Background: an optimization exercise with open tools, aiming at a short achievable clock period and few clock cycles. Do not read the settings as production practice.
Function was checked by simulation only, so behaviour that the tests miss may differ from the original.
Power is estimated from default activity; no workload was simulated.

`flow/run.sh`:
```
#!/bin/bash
# synth_recipe.tcl (not shown) runs the flow's synth.tcl, then flattens the netlist and writes it again
# the make line also repeats each setting of config.mk as NAME=value (left out here)
make -C /OpenROAD-flow-scripts/flow DESIGN_CONFIG=/design/flow/config.mk WORK_HOME=/design/flow/orfs CLKGATE_MAP_FILE= SYNTH_SCRIPT=/design/flow/synth_recipe.tcl finish
```
`flow/config.mk`:
```
export PLATFORM = sky130hd
export DESIGN_NAME = SimpleCPU
export DESIGN_NICKNAME = SimpleCPU
export VERILOG_FILES = /design/flow/design.v
export SDC_FILE = /design/flow/constraint.sdc
export NUM_CORES = 4
export LEC_CHECK = 0
export CAP_MARGIN = 20
export CORE_MARGIN = 2
export CORE_UTILIZATION = 40
export SETUP_SLACK_MARGIN = 1.0
export SLEW_MARGIN = 20
```
`flow/constraint.sdc`:
```
create_clock -name core_clock -period 11.0 [get_ports {clk}]
set_input_delay 2.2000 -clock core_clock [delete_from_list [all_inputs] [get_ports {clk}]]
set_output_delay 2.2000 -clock core_clock [all_outputs]
set_load 0.01 [all_outputs]
```
`flow/design.v`:
```
module SimpleCPU(clk, rst, data_fromRAM, wrEn, addr_toRAM, data_toRAM);
input clk, rst;
input wire [31:0] data_fromRAM;
output wire wrEn;
output wire [9:0] addr_toRAM;
output wire [31:0] data_toRAM;
localparam T0 = 4'd0,   
           SF = 4'd1,   
           RA = 4'd2,   
           RB = 4'd3,   
           FW = 4'd4,   
           I1 = 4'd5,   
           I2 = 4'd6,   
           I3 = 4'd7,   
           Z1 = 4'd8,   
           Z2 = 4'd9,   
           Z3 = 4'd10,  
           Z4 = 4'd11,  
           J2 = 4'd12,  
           M1 = 4'd13,  
           M2 = 4'd14,  
           M3 = 4'd15;  
reg [3:0]  st;
reg [9:0]  pc;
reg [31:0] iw;
reg [31:0] ra, rb;
reg [9:0]  aq;
reg        wq;
reg [31:0] dq;
reg        fwd;
reg        z;
reg [31:0] pp0;
reg [23:0] pp1;
reg [15:0] pp2;
reg [7:0]  pp3;
assign addr_toRAM = aq;
assign wrEn = wq;
assign data_toRAM = dq;
wire [31:0] win = fwd ? dq : data_fromRAM;   
wire [3:0]  op  = iw[31:28];
wire [9:0]  fa  = iw[23:14];
wire [9:0]  fb  = iw[9:0];
wire [31:0] imm = {18'd0, iw[13:0]};
wire [9:0]  pc1 = pc + 10'd1;
wire        isimm = op[0] && (op != 4'd11);
wire [31:0] x = isimm ? data_fromRAM : ra;
wire [31:0] y = isimm ? imm : data_fromRAM;
reg  [31:0] res;
always @(*) begin
	case (op[3:1])
		3'd0: res = x + y;
		3'd1: res = ~(x & y);
		3'd2: res = (|y[31:5]) ? 32'd0 : (x >> y[4:0]);
		3'd3: res = {31'd0, x < y};
		default: res = y;   
	endcase
end
wire [9:0] wa = (op == 4'd11) ? ra[9:0] : fa;
wire [3:0] wop = win[31:28];
reg [3:0]  st0;
reg [9:0]  aq0;
always @(*) begin
	case (wop)
		4'd8, 4'd10, 4'd12: begin aq0 = win[9:0]; st0 = (wop == 4'd8) ? RB : (wop == 4'd10) ? I1 : Z1; end
		4'd9: begin aq0 = pc1; st0 = FW; end
		default: begin aq0 = win[23:14]; st0 = RA; end
	endcase
end
wire go0 = (st == T0) || (st == Z3 && !z);
always @(posedge clk) begin
	if (rst) begin
		st  <= SF;
		pc  <= 10'd0;
		aq  <= 10'd0;
		wq  <= 1'b0;
		fwd <= 1'b0;
		z   <= 1'b0;
	end else begin
		wq  <= 1'b0;
		fwd <= 1'b0;
		if (go0) begin
			iw <= win;
			aq <= aq0;
			st <= st0;
		end else begin
			case (st)
				SF: st <= T0;
				RA: begin
					if (op == 4'd13) st <= J2;
					else if (op == 4'd15) st <= M1;
					else if (op[0] && op != 4'd11) begin aq <= pc1; st <= FW; end
					else begin aq <= fb; st <= RB; end
				end
				RB: begin
					ra <= data_fromRAM;
					if (op == 4'd14) st <= M1;
					else begin aq <= pc1; st <= FW; end
				end
				FW: begin
					dq  <= res;
					wq  <= 1'b1;
					aq  <= wa;
					fwd <= (wa == pc1);
					pc  <= pc1;
					st  <= T0;
				end
				I1: st <= I2;
				I2: begin aq <= data_fromRAM[9:0]; st <= I3; end
				I3: begin aq <= pc1; st <= FW; end
				Z1: begin aq <= pc1; st <= Z2; end
				Z2: begin
					z  <= (data_fromRAM == 32'd0);
					aq <= fa;
					pc <= pc1;
					st <= Z3;
				end
				Z3: st <= Z4;   
				Z4: begin pc <= data_fromRAM[9:0]; aq <= data_fromRAM[9:0]; st <= SF; end
				J2: begin
					pc <= data_fromRAM[9:0] + iw[9:0];
					aq <= data_fromRAM[9:0] + iw[9:0];
					st <= SF;
				end
				M1: begin
					if (op[0]) begin ra <= data_fromRAM; rb <= imm; end
					else rb <= data_fromRAM;
					st <= M2;
				end
				M2: begin
					pp0 <= ra * rb[7:0];
					pp1 <= ra[23:0] * rb[15:8];
					pp2 <= ra[15:0] * rb[23:16];
					pp3 <= ra[7:0] * rb[31:24];
					aq  <= pc1;
					st  <= M3;
				end
				M3: begin
					dq  <= pp0 + {pp1, 8'd0} + {pp2, 16'd0} + {pp3, 24'd0};
					wq  <= 1'b1;
					aq  <= fa;
					fwd <= (fa == pc1);
					pc  <= pc1;
					st  <= T0;
				end
				default: st <= SF;
			endcase
		end
	end
end
endmodule
```
==> results of run 1 <==
==> critical path, stage by stage <==
cell	delay, ns
clkdlybuf4s50_1	0.69
mux2i_4	0.26
buf_4	0.38
inv_1	0.41
ha_1	0.40
o311a_1	0.43
o21ai_0	0.39
o21ba_2	0.31
o211ai_1	0.25
a311o_1	0.38
and4_1	0.22
o31ai_1	0.28
a31oi_1	0.13
==> through the flow <==
| stage | area [sq um] | hold WS, ns |
|---|---|---|
| 6_report | 35300 | 0.470 |
| 3_3_place_gp | 34200 | 0.461 |
| 2_1_floorplan | 32500 | 0.461 |
| 5_1_grt | 35300 | 0.503 |
| 4_1_cts | 35300 | 0.479 |
| 3_5_place_dp | 34200 | 0.472 |
==> power by group through the flow <==
stage / Clock [mW] / Sequential (mW) / Combinational, mW
6_report: 1.13 / 1.11 / 1.89
5_1_grt: 1.17 / 1.11 / 2.09
4_1_cts: 1.14 / 1.11 / 1.88
3_5_place_dp: 0 / 1.13 / 1.86
3_3_place_gp: 0 / 1.13 / 1.86
2_1_floorplan: 0 / 1.10 / 1.37
==> synth_stat cells, types with 10 or more instances <==
| cell type | instances |
|---|---|
| o21bai_1 | 20 |
| buf_1 | 10 |
| fa_1 | 361 |
| buf_2 | 24 |
| a31oi_1 | 32 |
| nor2b_1 | 50 |
| o21a_1 | 27 |
| nor2_1 | 193 |
| and3_1 | 23 |
| nand3_1 | 69 |
| o22ai_1 | 23 |
| o211ai_1 | 21 |
| nand2_1 | 354 |
| mux2_2 | 56 |
| o21ai_0 | 151 |
| a21oi_1 | 212 |
| a21o_1 | 35 |
| clkbuf_1 | 154 |
| ha_1 | 230 |
| xnor2_1 | 134 |
| nand2b_1 | 25 |
| dfxtp_1 | 27 |
| inv_1 | 378 |
| o31ai_1 | 11 |
| o221ai_1 | 12 |
| xor2_1 | 42 |
| or2_2 | 11 |
| nand4_1 | 14 |
| a221oi_1 | 18 |
| and2_1 | 368 |
| o21ai_1 | 18 |
| nor3_1 | 47 |
| mux2i_1 | 39 |
| a211oi_1 | 27 |
| edfxtp_1 | 204 |
==> cells by family (layout without fill, tap and decap cells) <==
group / after synthesis / in the layout / share of synthesized area (%)
AOI/OAI and AO/OA: 719 / 719 / 14.2
other: 0 / 3 / 0
buffers and inverters: 582 / 580 / 7.05
adders and majority gates: 591 / 591 / 31.1
muxes: 100 / 100 / 3.47
DFF: 231 / 231 / 20.5
and+or+nand+nor: 1206 / 1206 / 18.8
xor gates and xnor gates: 176 / 176 / 4.75
==> flip-flops by register name, summed over array words and instances (netlist names) <==
name  cells
pp3       8
aq       10
rb       32
wq        1
fwd       1
dq       32
pp2      16
st        4
pp1      24
pc       10
ra       32
z         1
iw       28
pp0      32
==> layer usage <==
layer	vias to the layer above	wire (microns)	share of wire (%)	track usage (%)
met5	-	15	0.013	0
met2	1233	51900	45	43.4
met3	216	10600	9.1	5.10
li1	12100	-	-	-
met1	13500	48500	42	38.6
met4	2	5030	4.3	11.1
==> area by class of cell <==
class                   instances  area, sq um  share of cell area [%]
repair buffers                139         1230                    3.49
diodes                          3         7.51                  0.0212
clock inverters                23          254                   0.719
multi-input cells            2792        23600                    66.7
flip-flops and latches        231         6670                    18.9
inverters                     381         1430                    4.05
well taps                    1060         1330                    3.75
clock buffers                  37          862                    2.44
==> path summary, 6_finish.rpt <==
| check | endpoint | slack [ns] | startpoint |
|---|---|---|---|
| max | dq[25] | 4.53 | data_fromRAM[2] |
| min | aq[0] | 0.47 | aq[0] |
| max reg2reg | pp0[25] | 4.98 | ra[2] |
| min reg2reg | aq[0] | 0.47 | aq[0] |
==> results.txt, run 1 <==
Max Cap Viol 0; Max Clock Freq 0.154 GHz; Clock Latency Late Sink 0.59 ns; # clock sinks 231; Synth area leaders fa_1 (22%), edfxtp_1 (19%), ha_1 (8.9%); final hold vios 0; Mapped Nets 4230; router iterations before antenna repair 6; part of the power in registers 26.9%; Netlist cell types 97; CTS tree yes; crit end category flop; post-CTS setup buffer count 0; Clk pwr share 27.3%; post_cts resized 0; RSZ-0062 raised after global routing no; Initial Util 40.4%; average size of a mapped cell 9.00 sq um; Die Height 289 microns; synth warn 1; Rows 104; Reg2Reg Depth 18; Int Pwr 2.46 mW; non-filler cells, final 4666; core area 80400 sq um; CTS Hold Bufs 0; asr flop ratio synth 0%; total I/O pin count 77; drt total wl 116000 microns; status no timing/DRC/antenna violations; total gr overflow 0; commonest non-fill, non-tap cell in the layout inv_1; largest net degree at the start of global routing 81; WL per Instance 24.9 microns; overall power 4.13 mW; final period utilization 58.9%; Tot GR Track Use 27.9%; die boundary width 289 microns; Slew Limit Fails 0; Worst Max-Slew Pin Slew 1.21 ns; Synth Instances 3605; Switch Pwr 1.67 mW; Worst slew margin 18.5%; Comb pwr share 45.8%; Post-synth EDFFs 204; setup slack after layout 4.53 ns; Hold Crit Class flop to flop; share of the synthesized area in the top cell type 22.3%; DR iter-0 viols 2801; main flop type after synthesis edfxtp_1; # fillers 7886; antenna violations before repair 5; vias in the first global route 26300; final core utilization 43.9%; ANT nets after route 0; synth-to-layout area growth 8.87%; vias per cell 5.80; Setup Viol. Count Final 0; most frequent cells in the layout inv_1 (378), and2_1 (368), fa_1 (361); first-pass GRT wire length 173000 microns; Required @ worst endpoint 11.28 ns; # DRC 0; root buf cell clkbuf_16; Pwr Density 117 nW/um^2; Vias 27100; worst-path fanout max 31; CTS buffer count 34; GPL Wtd Cong 0.986; kind of critical path input port to flop; clock buffer depth 3; Nets 4204; Cells after DPL 4603; Fin Clk Skew 0.0371 ns; # H-tree levels 2; worst slack, placed 4.08 ns; #FFs+latches synth 231; crit start category input port; Critical Path AT 6.75 ns; Final TNS setup 0 ns; layout cells sized above 1 6.52%; switch share 40.4%; Mapped Area 32500 sq um; CTS clk-pin slew, worst paths 0.06 ns; minimum clock period 6.47 ns; die area 83400 sq um; VDD IR max 0.0000888 V; DP Wirelength 86600 microns; post-synthesis sequential area ratio 20.5%; Leak Pwr 14.9 nW; Port Buf Inserts 76; Hold Path Depth 2; most area-hungry cell type in the Yosys netlist fa_1
Testbench counts, summed over its fixed seeds: cycles 178,734.
==> run 2, diff against run 1 <==
--- a/flow/config.mk
+++ b/flow/config.mk
@@ -8,5 +8,5 @@
 export CAP_MARGIN = 20
 export CORE_MARGIN = 2
 export CORE_UTILIZATION = 40
-export SETUP_SLACK_MARGIN = 1.0
+export SETUP_SLACK_MARGIN = 5
 export SLEW_MARGIN = 20
==> run 2 against run 1 <==
Net effect:
- final area rose by 0.97%
- global-route usage barely moved
- first-iteration DRC count rose by 3.3%
- area after synthesis did not move
- highest routed layer is now met4
- register-to-register slack improved by 0.19 ns
- total power rose by 1.8%
- non-clock buffer count rose by 21
==> results.txt, run 2 <==
GPL Wtd Cong 0.984; synth warn 1; #FFs+latches synth 231; first-pass GRT wire length 174000 microns; vias per cell 5.85; ANT nets after route 0; final period utilization 53.1%; core area 80400 sq um; Leak Pwr 15.0 nW; RSZ-0062 raised after global routing yes; count leader, synth inv_1; Critical Path AT 6.14 ns; VDD IR max 0.0000953 V; clock buffer depth 3; CTS tree yes; final hold vios 0; Synth area leaders fa_1 (22%), edfxtp_1 (19%), ha_1 (8.9%); # clock sinks 231; Sequential Area 6670 sq um; CP cell instances clkdlybuf4s50_1, buf_4, mux2i_4, inv_2, ha_1, or3_1, o21ai_0, o21ba_2, o211ai_1, a311o_1, and4_1, o31ai_1, a31oi_1; die boundary width 289 microns; Required @ worst endpoint 11.30 ns; Hold Crit Class flop to flop; # fillers 7978; Synth Instances 3605; layout cells sized above 1 7.31%; share of the synthesized area in the top cell type 22.3%; most frequent cells in the layout inv_1 (375), and2_1 (368), fa_1 (361); CP Buf/Inv Count 3; drt total wl 116000 microns; router iterations before antenna repair 6; total gr overflow 0; CTS clk-pin slew, worst paths 0.06 ns; DP Wirelength 85700 microns; area occupied by multi-input gates 23600 sq um; Tot GR Track Use 27.9%; Setup Viol. Count Final 0; CTS Hold Bufs 0; CP max stage cell mux2i_4; Nets 4227; main flop type after synthesis edfxtp_1; Max Cap Viol 0; die area 83400 sq um; Port Buf Inserts 76; synth-to-layout area growth 9.93%; Top delay family on crit path compound AO/OA/AOI/OAI gates; # H-tree levels 2; crit end category flop; CP peak stage delay 0.45 ns; Slew Limit Fails 0; Vias 27500; most area-hungry cell type in the Yosys netlist fa_1; Mapped Area 32500 sq um; antenna violations before repair 1; # DRC 0; worst-path fanout max 19; DR iter-0 viols 2893; crit start category input port; asr flop ratio synth 0%; total I/O pin count 77; Post-synth EDFFs 204; Clock Latency Late Sink 0.58 ns; Pwr Density 118 nW/um^2; status no timing/DRC/antenna violations; post-synthesis sequential area ratio 20.5%; root buf cell clkbuf_16; largest net degree at the start of global routing 81; Worst slew margin 28.5%; Final TNS setup 0 ns; CTS buffer count 34; minimum clock period 5.84 ns; Netlist cell types 97; average size of a mapped cell 9.00 sq um; Mapped Nets 4230; synth cell count leaders inv_1 (378), and2_1 (368), fa_1 (361), nand2_1 (354), ha_1 (230); vias in the first global route 27100; kind of critical path input port to flop; final core utilization 44.4%; Fin Clk Skew 0.0535 ns; Initial Util 40.4%; Die Height 289 microns; Rows 104; WL per Instance 24.8 microns; Worst Max-Slew Pin Slew 1.06 ns; commonest non-fill, non-tap cell in the layout inv_1; Max Clock Freq 0.171 GHz
run 2: cell counts after synthesis:
No cell type changed its count.
run 2: worst paths after layout:
| kind | slack, ns | endpoint | start | depth (start not counted) |
|---|---|---|---|---|
| max reg2reg | 5.17 | pp0[25] | ra[8] | 18 |
| max | 5.16 | dq[25] | data_fromRAM[4] | 13 |
| min reg2reg | 0.51 | z | z | 2 |
| min | 0.51 | z | z | 2 |
run 2: logic make-up (layout without fill, tap and decap cells):
kind of cell	Yosys count	count (layout)	synth area share, %
AOI/OAI and AO/OA	719	719	14.2
xor gates and xnor gates	176	176	4.75
adders and majority gates	591	591	31.1
buffers and inverters	582	604	7.05
DFF	231	231	20.5
muxes	100	100	3.47
other	0	2	0
and+or+nand+nor	1206	1206	18.8
run 2: timing repair:
action / in CTS / in global routing
endpoints found under the setup margin: 18 / 22
resized for setup: 10 / 15
setup buffers: 6 / 7
endpoints found under the hold margin: 0 / 0
gates cloned: 2 / 0
run 2: area by class of cell:
type,instances,share of cell area [%]
tap,1060,3.72
timing repair inverter,2,0.0281
sequential,231,18.7
antenna,2,0.0140
inverter,381,4.05
timing repair buffer,160,4.08
clock inverter,17,0.810
clock buffer,44,2.49
multi-input combinational,2792,66.1
run 2: stage by stage:
| stage | std cells | hold WS [ns] | setup WS [ns] | cell area, sq um | power, mW |
|---|---|---|---|---|---|
| floorplan | 3605 | 0.461 | 5.50 | 32500 | 2.47 |
| global placement | 4611 | 0.492 | 4.22 | 34300 | 2.96 |
| detailed placement | 4611 | 0.492 | 4.18 | 34300 | 2.96 |
| CTS | 4680 | 0.512 | 5.01 | 35500 | 4.20 |
| global route | 4687 | 0.524 | 4.98 | 35700 | 4.46 |
| finish | 4689 | 0.510 | 5.16 | 35700 | 4.21 |
run 2: layer usage:
layer	track usage (%)	routed length, microns	vias to the layer above
met3	4.91	10500	267
li1	-	-	12200
met4	11.7	5980	0
met1	38.6	49100	13700
met2	43.1	50500	1319
met5	0	0	-
run 2: report_power, final:
group          internal [mW]  switching, mW  total (mW)
Clock                  0.720          0.481        1.20
Sequential              1.05         0.0452        1.10
Combinational          0.773           1.13        1.91
Total                   2.55           1.66        4.21
run 2: worst reg2reg max path, stage by stage (launching register included):
cell      delay, ns
edfxtp_1       0.49
buf_4          0.26
and2_1         0.23
fa_1           0.51
fa_1           0.52
fa_1           0.52
inv_1          0.05
fa_1           0.47
inv_1          0.04
ha_1           0.33
a21o_1         0.19
or3_1          0.32
o211a_1        0.29
o41ai_4        0.35
a21oi_1        0.25
a21o_1         0.25
a41o_1         0.23
a21oi_1        0.18
xnor2_1        0.08

[static timing again, ports no longer ideal]
The flow's constraints put no driver on any port. The routed layouts listed below were extracted and timed again, unchanged, in two steps. Step 1 sets driving cells, clkbuf_16 on the clock port and buf_2 on the other inputs (assumed; they add their load-dependent delay and slew). Step 2 moves the port delays by t, midway between the first and last clock arrival at a register: inputs arrive t later, outputs are due t later. That takes back most of the time a late clock gives input paths. Slacks: ideal / step 1 / step 2; pairs: ideal / step 1.
run | t (ns) | slack for setup (ns) | worst setup path at the end | clock arrival spread, ns | worst slew at a driven data input, ns
run 1 | 0.631 | 4.525 / 4.565 / 3.935 | input to register | 0.043 / 0.043 | 0.04
run 2 | 0.623 | 5.160 / 5.171 / 4.580 | input to register | 0.055 / 0.055 | 0.03
After both steps setup and hold are still met in every run listed. The setup slack of run 1, which loses most, moves by +0.040 ns with the drivers and by -0.590 ns with both steps.
